From an optimization exercise on the open Yosys and OpenROAD flow, aimed at small area; shortcuts taken in it are not production practice.
Function was checked by simulation only, so behaviour that the tests miss may differ from the original.
The clock port is modelled as an ideal driver; clocking choices that lean on that would not hold on a real chip.
Power is estimated from default activity; no workload was simulated.

## the baseline
==> flow/design.v <==
module UltrasoundDME(
    input   clk,
    input   rst,                         
    input   start,
    input   receive,
    output  reg signal_1,
    output  reg signal_2,
    output  reg [6:0] a_to_g,
    output  dot,
    output  [3:0] led_bits,
    output  receive_detect,
    output  start_detect,
    output  flag_square_detect,
    output  flag_button_detect
    );
    reg  [14:0] pre_q;
    reg  [1:0]  sel_q;
    wire [14:0] pre = pre_q ^ 15'd0;
    wire [1:0]  sel = sel_q ^ 2'd2;   
    wire pre_end = ~pre[0] & pre[3] & ~pre[4] & pre[5] & ~pre[6] & pre[7] & pre[11] & ~pre[12] & pre[13] & ~pre[14];
    always @(posedge clk) begin
        if (rst | pre_end) pre_q <= 15'd0;
        else               pre_q <= {~pre[13:0], pre[14] ^ pre[6]} ^ 15'd0;
        if (rst)           sel_q <= 2'd2;
        else if (pre_end)  sel_q <= {sel[0], ~sel[1]} ^ 2'd2;
    end
    reg  flag_button, flag_square, flag_receive, t_rst_q;
    wire t_rst   = t_rst_q ^ 1'b0;
    wire press   = start & ~flag_button;
    wire capture = receive & ~flag_receive;
    wire q_1400;                 
    wire w_end;                  
    always @(posedge clk) begin
        if (rst) begin
            flag_button  <= 1'b0;
            flag_square  <= 1'b0;
            flag_receive <= 1'b0;
            t_rst_q      <= 1'b0;
        end else begin
            t_rst_q      <= press ^ 1'b0;
            flag_button  <= flag_button ? ~q_1400 : start;
            flag_receive <= flag_receive ? ~press : receive;
            flag_square  <= (flag_square | press) & ~w_end;
        end
    end
    reg  [10:0] d_q;
    reg  [4:0]  w_q;
    wire [10:0] d = d_q ^ 11'd1;
    wire [4:0]  w = w_q ^ 5'd24;
    wire d_end  = ~d[0] & ~d[1] & ~d[2] & d[4] & d[6] & ~d[7] & ~d[8] & d[10];
    assign w_end = w[0] & w[1] & w[2];
    wire toggle = flag_square & d_end;
    always @(posedge clk) begin
        if (~flag_square | d_end) d_q <= 11'd1;
        else                      d_q <= {~d[9:0], d[10] ^ d[7]} ^ 11'd1;
        if (rst | w_end)              w_q <= 5'd24;
        else if (toggle & signal_2)   w_q <= {~w[3:0], w[4] ^ w[1]} ^ 5'd24;
        if (rst) begin
            signal_1 <= 1'b0;
            signal_2 <= 1'b0;
        end else if (toggle) begin
            signal_1 <= signal_2;
            signal_2 <= ~signal_2;
        end
    end
    reg  [9:0]  c_q;
    reg  [2:0]  p_q;
    wire [9:0]  c = c_q ^ 10'd3;
    wire [2:0]  p = p_q ^ 3'd2;
    wire p_long = (~p[1] & ~p[2]);
    wire c_end  = c[0] & ~c[1] & c[2] & ~c[3] & c[4] & ~c[9] & (p_long ? ~c[5] : c[8]);
    wire t_clr  = rst | t_rst;
    always @(posedge clk) begin
        if (t_clr | c_end) c_q <= 10'd3;
        else               c_q <= {~c[8:0], c[9] ^ c[2]} ^ 10'd3;
        if (t_clr)         p_q <= 3'd2;
        else if (c_end)    p_q <= {~p[1:0], p[2] ^ p[0]} ^ 3'd2;
    end
    reg  [3:0]  q0, q1, q2, q3;
    wire q_sat  = ((~q3[1] & q3[2] & ~q3[3])) & ((q2[0] & q2[2])) & ((q1[0])) & ((q0[0]));    
    assign q_1400 = ((~q3[3]) | (q3[0]) | (~q3[2])) | (((~q3[0] & ~q3[1] & q3[2] & q3[3])) & ((q2[1] & ~q2[3]) | (q2[0])));
    wire i0 = c_end & ~q_sat;
    wire i1 = i0 & ((q0[0] & q0[2] & ~q0[3]));
    wire i2 = i1 & ((q1[0] & q1[2] & ~q1[3]));
    wire i3 = i2 & ((q2[0] & q2[2] & ~q2[3]));
    wire [3:0] q0_inc = {((q0[2])), ((q0[1])), ((q0[0])), ((q0[0] & ~q0[1]) | (~q0[0] & ~q0[3]) | (q0[0] & q0[3]))};
    wire [3:0] q1_inc = {((q1[2])), ((q1[1])), ((q1[0])), ((q1[0] & ~q1[1]) | (~q1[0] & ~q1[3]) | (q1[0] & q1[3]))};
    wire [3:0] q2_inc = {((q2[2])), ((q2[1])), ((q2[0])), ((q2[0] & ~q2[1]) | (~q2[0] & ~q2[3]) | (q2[0] & q2[3]))};
    wire [3:0] q3_inc = {((q3[2])), ((q3[1] & ~q3[2]) | (~q3[0] & q3[1])), ((q3[0])), ((q3[0] & ~q3[1]) | (q3[0] & q3[3]) | (~q3[0] & ~q3[3]))};
    always @(posedge clk) begin
        if (t_clr) begin
            q0 <= 4'd14; q1 <= 4'd14; q2 <= 4'd14; q3 <= 4'd14;
        end else begin
            if (i0) q0 <= q0_inc;
            if (i1) q1 <= q1_inc;
            if (i2) q2 <= q2_inc;
            if (i3) q3 <= q3_inc;
        end
    end
    reg  [3:0] r0, r1, r2, r3;
    always @(posedge clk) begin
        if (rst) begin
            r0 <= 4'd14; r1 <= 4'd14; r2 <= 4'd14; r3 <= 4'd14;
        end else if (capture) begin
            r0 <= q0; r1 <= q1; r2 <= q2; r3 <= q3;
        end
    end
    assign led_bits = {sel == 2'b10, sel == 2'b11, sel == 2'b01, sel == 2'b00};
    reg [3:0] num;
    always @(*) begin
        case (sel)
            2'b00:   num = r0;
            2'b01:   num = r1;
            2'b11:   num = r2;
            default: num = r3;
        endcase
        a_to_g = {((num[0] & num[2]) | (~num[0] & ~num[2]) | (num[1])),
                  ((num[3]) | (~num[1]) | (num[0] & num[2])),
                  ((~num[3]) | (num[2]) | (num[1])),
                  ((~num[0] & ~num[2]) | (num[1])),
                  ((~num[2] & num[3]) | (~num[0] & num[1])),
                  ((num[0] & ~num[3]) | (num[1])),
                  ((num[1] & ~num[3]) | (num[0] & ~num[2]) | (~num[1] & ~num[2]))};
    end
    assign dot                = led_bits[1];
    assign receive_detect     = flag_receive;
    assign start_detect       = start;
    assign flag_square_detect = flag_square;
    assign flag_button_detect = flag_button;
endmodule
clock: 100.0 ns
lec_check: 0
cap_margin: 20
core_margin: 2
core_utilization: 75
place_density: 0.92
slew_margin: 20
standard.sh (not shown) runs the stock make flow with config.mk's settings and CLKGATE_MAP_FILE= SYNTH_SCRIPT=/design/flow/synth_recipe.tcl, a recipe that flattens the netlist after the stock synthesis.
==> flow/flow/run.sh <==
#!/bin/bash
# Layout flow: the standard flow (standard.sh) with these changes.
#  1. Synthesis is the standard flow's synthesis script, except that Yosys's abc call maps the
#     logic with an area-oriented ABC script instead of ORFS's delay-oriented one.
#     Synthesis is tried once with each flow/abc*.abc script (in synth_*/), and the
#     script giving the least cell area is used for the layout. Every other synthesis step is unchanged, so the registers,
#     their names and their cells are those of the standard synthesis.
#     Synthesis also skips ORFS's full/half adder extraction (ADDER_MAP_FILE empty):
#     the design has no adders, and ABC maps those few gates in less area.
#  2. Port buffers are sky130_fd_sc_hd__buf_1 cells.
#  3. Clock tree synthesis runs with the arguments in flow/cts_args (clkbuf_4 cells,
#     no dummy loads); flow/post_cts.tcl then makes any clock buffer with a slow
#     output slew a clkbuf_8.
# Each tool's output goes to a log file in this folder (and ORFS's own logs under
# orfs/logs and synth_*/logs).
set -euo pipefail
W=$(pwd)
F=$W/flow
SD=$FLOW_HOME/scripts
RES=orfs/results/$FLOW_PLATFORM/UltrasoundDME/base
grep -q 'WORK_HOME=[^ ]*/orfs ' "$W/standard.sh"
grep -q 'SYNTH_SCRIPT=[^ ]*synth_recipe.tcl' "$W/standard.sh"

best=""; best_area=""
for abc in "$F"/abc*.abc; do
    n=$(basename "$abc" .abc)
    sed 's#log_cmd abc {\*}\$abc_args#log_cmd abc -script '"$abc"' {*}$lib_args {*}$lib_dont_use_args#' \
        "$SD/synth.tcl" > "$W/synth_$n.tcl"
    grep -q "$abc" "$W/synth_$n.tcl"
    sed 's#source \$::env(SCRIPTS_DIR)/synth.tcl#source '"$W/synth_$n.tcl"'#' \
        "$W/synth_recipe.tcl" > "$W/flow_synth_$n.tcl"
    grep -q "synth_$n.tcl" "$W/flow_synth_$n.tcl"
    sed -e 's#SYNTH_SCRIPT=[^ ]*synth_recipe.tcl#SYNTH_SCRIPT='"$W/flow_synth_$n.tcl"'#' \
        -e 's#WORK_HOME=[^ ]*/orfs #WORK_HOME='"$W/synth_$n"' #' "$W/standard.sh" > "$W/standard_$n.sh"
    if bash "$W/standard_$n.sh" ADDER_MAP_FILE= synth > "$W/synth_$n.log" 2>&1; then
        a=$(grep 'Chip area for module' "$W/synth_$n/reports/$FLOW_PLATFORM/UltrasoundDME/base/synth_stat.txt" \
            | tail -n 1 | awk '{print $NF}')
        echo "synthesis with $n: area $a" | tee -a "$W/synth_choice.log"
        if [[ -z "$best" ]] || awk -v a="$a" -v b="$best_area" 'BEGIN{exit !(a < b)}'; then
            best=$n; best_area=$a
        fi
    else
        echo "synthesis with $n failed" | tee -a "$W/synth_choice.log"
    fi
done
test -n "$best"
echo "kept: $best" | tee -a "$W/synth_choice.log"

# the layout: standard.sh with the kept synthesis script
sed 's#SYNTH_SCRIPT=[^ ]*synth_recipe.tcl#SYNTH_SCRIPT='"$W/flow_synth_$best.tcl"'#' "$W/standard.sh" > "$W/flow_standard.sh"
grep -q "flow_synth_$best.tcl" "$W/flow_standard.sh"
export BUFFER_PORTS_ARGS="-buffer_cell sky130_fd_sc_hd__buf_1"
export CTS_ARGS="$(cat "$F/cts_args")"
export POST_CTS_TCL="$F/post_cts.tcl"
bash "$W/flow_standard.sh" ADDER_MAP_FILE= finish > "$W/layout.log" 2>&1
test -s "$W/out/final.def"
Other scripts of this flow, unchanged in this note and not shown: flow/flow/abc1.abc, flow/flow/abc2.abc, flow/flow/abc3.abc, flow/flow/cts_args, flow/flow/post_cts.tcl
The baseline was carried through to the last stage, and its layout satisfied the timing, design-rule and antenna checks.
Input-level comparison between the candidate and the baseline:
==> flow/design.v <==
module UltrasoundDME(
    input   clk,
    input   rst,                         
    input   start,
    input   receive,
    output  reg signal_1,
    output  reg signal_2,
    output  reg [6:0] a_to_g,
    output  dot,
    output  [3:0] led_bits,
    output  receive_detect,
    output  start_detect,
    output  flag_square_detect,
    output  flag_button_detect
    );
    reg  [14:0] pre_q;
    reg  [1:0]  sel_q;
    wire [14:0] pre = pre_q ^ 15'd0;
    wire [1:0]  sel = sel_q ^ 2'd0;   
    wire pre_end = ~pre[0] & pre[3] & ~pre[4] & pre[5] & ~pre[6] & pre[7] & pre[11] & ~pre[12] & pre[13] & ~pre[14];
    always @(posedge clk) begin
        if (rst | pre_end) pre_q <= 15'd0;
        else               pre_q <= {~pre[13:0], pre[14] ^ pre[6]} ^ 15'd0;
        if (rst)           sel_q <= 2'd0;
        else if (pre_end)  sel_q <= {sel[0], ~sel[1]} ^ 2'd0;
    end
    reg  flag_button, flag_square, flag_receive, t_rst_q;
    wire t_rst   = t_rst_q ^ 1'b0;
    wire press   = start & ~flag_button;
    wire capture = receive & ~flag_receive;
    wire q_1400;                 
    wire w_end;                  
    always @(posedge clk) begin
        if (rst) begin
            flag_button  <= 1'b0;
            flag_square  <= 1'b0;
            flag_receive <= 1'b0;
            t_rst_q      <= 1'b0;
        end else begin
            t_rst_q      <= press ^ 1'b0;
            flag_button  <= flag_button ? ~q_1400 : start;
            flag_receive <= flag_receive ? ~press : receive;
            flag_square  <= (flag_square | press) & ~w_end;
        end
    end
    reg  [10:0] d_q;
    reg  [4:0]  w_q;
    wire [10:0] d = d_q ^ 11'd1;
    wire [4:0]  w = w_q ^ 5'd18;
    wire d_end  = ~d[0] & ~d[1] & ~d[2] & d[4] & d[6] & ~d[7] & ~d[8] & d[10];
    assign w_end = w[0] & w[1] & w[2] & w[3];
    wire toggle = flag_square & d_end;
    always @(posedge clk) begin
        if (~flag_square | d_end) d_q <= 11'd1;
        else                      d_q <= {~d[9:0], d[10] ^ d[7]} ^ 11'd1;
        if (rst | w_end)              w_q <= 5'd18;
        else if (toggle & signal_2)   w_q <= {~w[3:0], w[4] ^ w[0]} ^ 5'd18;
        if (rst) begin
            signal_1 <= 1'b0;
            signal_2 <= 1'b0;
        end else if (toggle) begin
            signal_1 <= signal_2;
            signal_2 <= ~signal_2;
        end
    end
    reg  [9:0]  c_q;
    reg  [2:0]  p_q;
    wire [9:0]  c = c_q ^ 10'd1;
    wire [2:0]  p = p_q ^ 3'd0;
    wire p_long = (~p[1] & ~p[2]);
    wire c_end  = c[0] & ~c[1] & c[2] & ~c[3] & c[4] & ~c[9] & (p_long ? ~c[5] : c[8]);
    wire t_clr  = rst | t_rst;
    always @(posedge clk) begin
        if (t_clr | c_end) c_q <= 10'd1;
        else               c_q <= {~c[8:0], c[9] ^ c[2]} ^ 10'd1;
        if (t_clr)         p_q <= 3'd0;
        else if (c_end)    p_q <= {~p[1:0], p[2] ^ p[0]} ^ 3'd0;
    end
    reg  [3:0]  q0, q1, q2, q3;
    reg         q4_q;
    wire        q4 = q4_q ^ 1'b0;
    wire q_sat  = q4 & ((~q3[1])) & ((q2[0] & q2[2])) & ((q1[0])) & ((q0[0]));    
    assign q_1400 = q4 | ((~q3[3]) | (q3[0]) | (~q3[2])) | (((~q3[0] & ~q3[1] & q3[2])) & ((q2[1] & ~q2[3]) | (q2[0])));
    wire i0 = c_end & ~q_sat;
    wire i1 = i0 & ((q0[0] & q0[2] & ~q0[3]));
    wire i2 = i1 & ((q1[0] & q1[2] & ~q1[3]));
    wire i3 = i2 & ((q2[0] & q2[2] & ~q2[3]));
    wire i4 = i3 & ((q3[0] & q3[2] & ~q3[3]));
    wire [3:0] q0_inc = {((q0[2])), ((q0[1])), ((q0[0])), ((q0[0] & ~q0[1]) | (~q0[0] & ~q0[3]) | (q0[0] & q0[3]))};
    wire [3:0] q1_inc = {((q1[2])), ((q1[1])), ((q1[0])), ((q1[0] & ~q1[1]) | (~q1[0] & ~q1[3]) | (q1[0] & q1[3]))};
    wire [3:0] q2_inc = {((q2[2])), ((q2[1])), ((q2[0])), ((q2[0] & ~q2[1]) | (~q2[0] & ~q2[3]) | (q2[0] & q2[3]))};
    wire [3:0] q3_inc = {((q3[2])), ((q3[1])), ((q3[0])), ((q3[0] & ~q3[1]) | (~q3[0] & ~q3[3]) | (q3[0] & q3[3]))};
    always @(posedge clk) begin
        if (t_clr) begin
            q0 <= 4'd14; q1 <= 4'd14; q2 <= 4'd14; q3 <= 4'd14; q4_q <= 1'b0;
        end else begin
            if (i0) q0 <= q0_inc;
            if (i1) q1 <= q1_inc;
            if (i2) q2 <= q2_inc;
            if (i3) q3 <= q3_inc;
            if (i4) q4_q <= 1'b1;
        end
    end
    reg  [3:0] r0, r1, r2, r3;
    always @(posedge clk) begin
        if (rst) begin
            r0 <= 4'd14; r1 <= 4'd14; r2 <= 4'd14; r3 <= 4'd14;
        end else if (capture) begin
            r0 <= q0; r1 <= q1; r2 <= q2; r3 <= q3;
        end
    end
    assign led_bits = {sel == 2'b10, sel == 2'b11, sel == 2'b01, sel == 2'b00};
    reg [3:0] num;
    always @(*) begin
        case (sel)
            2'b00:   num = r0;
            2'b01:   num = r1;
            2'b11:   num = r2;
            default: num = r3;
        endcase
        a_to_g = {((num[0] & num[2]) | (~num[0] & ~num[2]) | (num[1])),
                  ((num[3]) | (~num[1]) | (num[0] & num[2])),
                  ((~num[3]) | (num[2]) | (num[0])),
                  ((~num[0] & ~num[2]) | (num[1])),
                  ((~num[2] & num[3]) | (~num[0] & num[1])),
                  ((num[0] & ~num[3]) | (num[1])),
                  ((~num[3]) | (~num[2]))};
    end
    assign dot                = led_bits[1];
    assign receive_detect     = flag_receive;
    assign start_detect       = start;
    assign flag_square_detect = flag_square;
    assign flag_button_detect = flag_button;
endmodule
==> notes.md <==
Area of all placed cells without fillers, the candidate vs the baseline: up slightly
The growth of design area from synthesis to finish on the candidate is in line with that on the baseline.
[compare] base=the baseline new=the candidate: sum of met2 wire segment lengths after detailed routing has increased; aggregate routed wire length picked up an extra about 5%; flip-flop and latch count shows an increase of 1.2%.
Compared to the baseline, the candidate shows a wider setup margin.
Total design power: the candidate vs the baseline up about 2%

-- what the ideal ports hide --
In the flow no input, the clock included, has a driving cell. The finished layouts below were timed again as built, in two steps. Step 1 sets driving cells, clkbuf_16 on the clock port and buf_2 on the other inputs (assumed; they add their load-dependent delay and slew). Step 2, shift: input delay + t, output delay - t, t = (earliest + latest rising clock arrival at the registers) / 2. This alone moves slack from input paths to output paths. Slacks: no drivers / after step 1 / after step 2; pairs: no drivers / after step 1.
run	t (ns)	setup WS [ns]	hold WS [ns]	latest minus earliest clock arrival (ns)
the baseline	0.372	59.768 / 59.746 / 59.746	0.371 / 0.371 / 0.371	0.031 / 0.031
the candidate	0.373	59.774 / 59.752 / 59.752	0.366 / 0.366 / 0.366	0.037 / 0.038
After both steps every run listed still meets setup and hold.
